This is an optimization exercise on Yosys and OpenROAD, whose aim is small area, a short achievable clock period and few clock cycles per item, not a production implementation. Function was checked by simulation only, so behaviour that the tests miss may differ from the original. No activity file was given, so power comes from the tool's default toggle rates.

v14:
// dotproduct
module dotproduct (
    input  logic         clk_i,
    input  logic         rst_ni,
    input  logic         start_i,
    input  logic [7:0]   nnz_i,
    input  logic [31:0]  a0_i, a1_i, a2_i, a3_i, a4_i,
                         a5_i, a6_i, a7_i, a8_i, a9_i,
    input  logic [31:0]  b0_i, b1_i, b2_i, b3_i, b4_i,
                         b5_i, b6_i, b7_i, b8_i, b9_i,
    input  logic [31:0]  c_i,
    output logic [63:0]  result_o,
    output logic         busy_o,
    output logic         result_valid_o,
    output logic [31:0]  cycle_count_o
);
clock: 15.0 ns
lec_check: 0
abc_area: 1
cap_margin: 50
core_margin: 2
core_utilization: 40
slew_margin: 60
standard.sh (not shown) runs the stock make flow with config.mk's settings and CLKGATE_MAP_FILE= SYNTH_SCRIPT=/design/flow/synth_recipe.tcl, a recipe that flattens the netlist after the stock synthesis.
==> flow/flow/run.sh <==
#!/bin/bash
set -o pipefail
export BUFFER_PORTS_ARGS="-buffer_cell sky130_fd_sc_hd__buf_1"
bash standard.sh SETUP_SLACK_MARGIN=9.1 finish > standard.log 2>&1
Testbench counts of v14, summed over its fixed seeds: cycles 18,851, items 2,400.
#### Input delta (v36 over v14)
-- flow/flow/run.sh --
<<< v14, line 4
bash standard.sh SETUP_SLACK_MARGIN=9.1 finish > standard.log 2>&1
>>> v36, line 4
bash standard.sh SYNTH_ARGS=-noabc SETUP_SLACK_MARGIN=9.5 finish > standard.log 2>&1
Source of the critical timing path: bc[0] -> v14, acc[8] -> v36
Relative to v14, the non-clock buffer total of the final layout measured on v36 has increased by more than 10%.
Compare v14 and v36 | die boundary height lower: v36
Effective utilization at floorplan for v36: 0.37 points down relative to v14
| floorplan die area | v36 vs v14 | 3.7% lower |
Looking at slowest stage cell on the critical path, the sky130_fd_sc_hd__dfxtp_4 result is from v36; the sky130_fd_sc_hd__dfxtp_2 one comes from v14.
Summary of v36 over v14: first-pass GRT wire length shrank by about 5%, number of global-route vias before repair fell by about 5%, flip-flop and latch area went up about 3.3%, slew of the pin with the lowest slew margin rose 0.059 ns, clock buffer count down 3.
In the metrics for v14 and v36, the one carrying the higher total number of vias is v14.
For v27, these inputs were changed with respect to v36:
==> flow/flow/run.sh <==
#!/bin/bash
set -o pipefail
export BUFFER_PORTS_ARGS="-buffer_cell sky130_fd_sc_hd__buf_1"
bash standard.sh SETUP_SLACK_MARGIN=9.4 finish > standard.log 2>&1
Results
Looking at via count of the first global-routing pass, v27 sits 1622 above v36.
Post-layout instance area delta for v27 relative to v36: about 1.2% higher
v27 vs v36 — final RePlAce weighted congestion climbed by a few percent
In v27, total routed wirelength is higher than in v36.
The cell with the largest stage delay on the worst path comes out sky130_fd_sc_hd__dfxtp_4 in one run and sky130_fd_sc_hd__dfxtp_2 in the other, namely in v36 and v27 respectively.
Diff v36 -> v27 | tap cell instance count | up slightly
v27 vs v36 — routed via count divided by cell count dropped slightly

========
dotproduct again, from the RTL that the note above started with.
clock: 15.0 ns
lec_check: 0
abc_area: 1
cap_margin: 50
core_margin: 2
core_utilization: 40
cts_buf_list: sky130_fd_sc_hd__clkbuf_4 sky130_fd_sc_hd__clkbuf_8
slew_margin: 60
==> flow/flow/run.sh <==
#!/bin/bash
set -o pipefail
export BUFFER_PORTS_ARGS="-buffer_cell sky130_fd_sc_hd__buf_1"
bash standard.sh SETUP_SLACK_MARGIN=9.0 finish > standard.log 2>&1
Testbench counts at the start, summed over its fixed seeds: cycles 18,851, items 2,400.
Then changed:
==> flow/flow/run.sh (replaced) <==
#!/bin/bash
set -o pipefail
export BUFFER_PORTS_ARGS="-buffer_cell sky130_fd_sc_hd__buf_1"
bash standard.sh SETUP_SLACK_MARGIN=9.5 finish > standard.log 2>&1
Settings changed: CAP_MARGIN 50 to 20, CTS_BUF_LIST sky130_fd_sc_hd__clkbuf_4 sky130_fd_sc_hd__clkbuf_8 to unset, SLEW_MARGIN 60 to 20.
=> Die area does not change. Flip-flop and latch count stays the same. Total power rose by about 12%. Sequential power came out higher by 3.4%. Design area goes up by about 9%. Utilization increases by 4.4 points. Worst setup slack improves by 0.29 ns. Combinational power grows by about 10%. Fmax increases by about 5%. Critical path depth is unchanged.
Then changed:
==> flow/flow/run.sh (replaced) <==
#!/bin/bash
set -o pipefail
export BUFFER_PORTS_ARGS="-buffer_cell sky130_fd_sc_hd__buf_1"
bash standard.sh SYNTH_ARGS=-noabc SETUP_SLACK_MARGIN=9.35 finish > standard.log 2>&1
Settings changed: CAP_MARGIN 20 to 50, SLEW_MARGIN 20 to 60.
Outcome: First-iteration DRC count decreases by a few percent; area after synthesis shrinks by a few percent; setup slack is worse by 0.031 ns; sequential share of layout area climbs by 0.73 points; final cell count fell by a little under a tenth; cell area falls by a little under a tenth; total power goes down slightly; die area fell by a few percent; clock power decreases by a few percent.
Then changed:
==> flow/flow/run.sh (replaced) <==
#!/bin/bash
set -o pipefail
export BUFFER_PORTS_ARGS="-buffer_cell sky130_fd_sc_hd__buf_1"
bash standard.sh SETUP_SLACK_MARGIN=9.25 finish > standard.log 2>&1
Settings changed: CTS_BUF_LIST set to sky130_fd_sc_hd__clkbuf_4 sky130_fd_sc_hd__clkbuf_8.
After rerunning: Wire length increases by a few percent. Synthesized area is higher by a few percent. Total power went down by a few percent. Final area rises slightly.
Then changed:
==> flow/flow/run.sh (replaced) <==
#!/bin/bash
set -o pipefail
export BUFFER_PORTS_ARGS="-buffer_cell sky130_fd_sc_hd__buf_1"
bash standard.sh SETUP_SLACK_MARGIN=8.5 finish > standard.log 2>&1
Settings changed: CAP_MARGIN 50 to 20, CORE_UTILIZATION 40 to 65, CTS_BUF_LIST sky130_fd_sc_hd__clkbuf_4 sky130_fd_sc_hd__clkbuf_8 to unset, PLACE_DENSITY set to 0.75, SLEW_MARGIN 60 to 20.
Now the flow never finished: it broke off in I/O pin placement (3_2_place_iop) with PPL-0024; synthesized area stays the same; synthesized cell count does not change.

========
Another version of the RTL of dotproduct (not shown whole).
For scale: roughly 3700 cells after synthesis, about 140 flip-flops, about 26000 um2 of cells after synthesis.
export LEC_CHECK = 0
export ABC_AREA = 1
export CAP_MARGIN = 50
export CORE_MARGIN = 2
export CORE_UTILIZATION = 40
export SLEW_MARGIN = 60
create_clock -name core_clock -period 15.0 [get_ports {clk_i}]
==> flow/flow/run.sh <==
#!/bin/bash
set -o pipefail
export BUFFER_PORTS_ARGS="-buffer_cell sky130_fd_sc_hd__buf_1"
bash standard.sh SYNTH_ARGS=-noabc finish > standard.log 2>&1
Testbench counts at the start, summed over its fixed seeds: cycles 18,851, items 2,400.
Edit:
==> flow/flow/run.sh (replaced) <==
#!/bin/bash
set -o pipefail
export BUFFER_PORTS_ARGS="-buffer_cell sky130_fd_sc_hd__buf_1"
bash standard.sh SYNTH_ARGS=-noabc SETUP_SLACK_MARGIN=9.25 finish > standard.log 2>&1
Outcome: Cell count is higher slightly; synthesized area stays the same; wire length increases slightly; worst hold slack gains 0.0056 ns; core utilization rises by 1.4 points; final area climbs by a few percent.
Edit:
==> flow/flow/run.sh (replaced) <==
#!/bin/bash
set -o pipefail
export BUFFER_PORTS_ARGS="-buffer_cell sky130_fd_sc_hd__buf_1"
bash standard.sh SETUP_SLACK_MARGIN=9.0 finish > standard.log 2>&1
--- a/flow/config.mk
+++ b/flow/config.mk
@@ -9 +9 @@
-export CAP_MARGIN = 50
+export CAP_MARGIN = 20
@@ -12 +12,2 @@
-export SLEW_MARGIN = 60
+export CTS_BUF_LIST = sky130_fd_sc_hd__clkbuf_4 sky130_fd_sc_hd__clkbuf_8
+export SLEW_MARGIN = 20
What happened:
- The new run went through all stages and came out clean
- area after synthesis came out higher by 6.1%
- register-to-register slack is worse by 0.07 ns
- routed wire length came out higher by 3.4%
- setup slack is worse by 0.19 ns
- non-clock buffer count came out higher by 49
- final cell count came out higher by 8.4%
- via count came out higher by 4.9%
- first-iteration DRC count came out higher by 7.5%
- clock-buffer cell count came out higher by 1

-- afterwards: timing with drivers on the ports --
In the flow no input, the clock included, has a driving cell. The finished layouts below were timed again as built, in two steps.
Step 1: set_driving_cell puts a clkbuf_16 on clk_i and a buf_2 on each other input, an assumption about the parent block.
Step 2 moves the port delays by t, midway between the first and last clock arrival at a register: inputs arrive t later, outputs are due t later. That takes back most of the time a late clock gives input paths.
Three values: ideal, step 1, step 2; two values: the first two.
| run | shift t [ns] | slack for setup (ns) | clock arrival spread, ns | cell pins on the clock port's net |
|---|---|---|---|---|
| v14 | 0.546 | 9.211 / 9.151 / 9.112 | 0.012 / 0.012 | 1 |
| v36 | 0.554 | 9.416 / 9.353 / 9.261 | 0.025 / 0.025 | 1 |
| v27 | 0.550 | 9.402 / 9.343 / 9.098 | 0.013 / 0.013 | 1 |
| the first run of note 2 | 0.605 | 9.139 / 9.082 / 9.282 | 0.012 / 0.012 | 1 |
| the second run of note 2 | 0.542 | 9.428 / 9.372 / 9.089 | 0.030 / 0.030 | 1 |
| the third run of note 2 | 0.551 | 9.397 / 9.336 / 9.229 | 0.026 / 0.025 | 1 |
| the fourth run of note 2 | 0.605 | 9.312 / 9.250 / 9.323 | 0.019 / 0.019 | 1 |
| the first run of note 3 | 0.549 | 8.771 / 8.766 / 8.771 | 0.026 / 0.026 | 1 |
| the second run of note 3 | 0.550 | 9.360 / 9.301 / 9.226 | 0.023 / 0.023 | 1 |
| the third run of note 3 | 0.597 | 9.166 / 9.106 / 8.693 | 0.034 / 0.034 | 1 |
After both steps setup and hold are still met in every run listed. The setup slack of the third run of note 3, which loses most, moves by -0.060 ns with the drivers and by -0.473 ns with both steps.
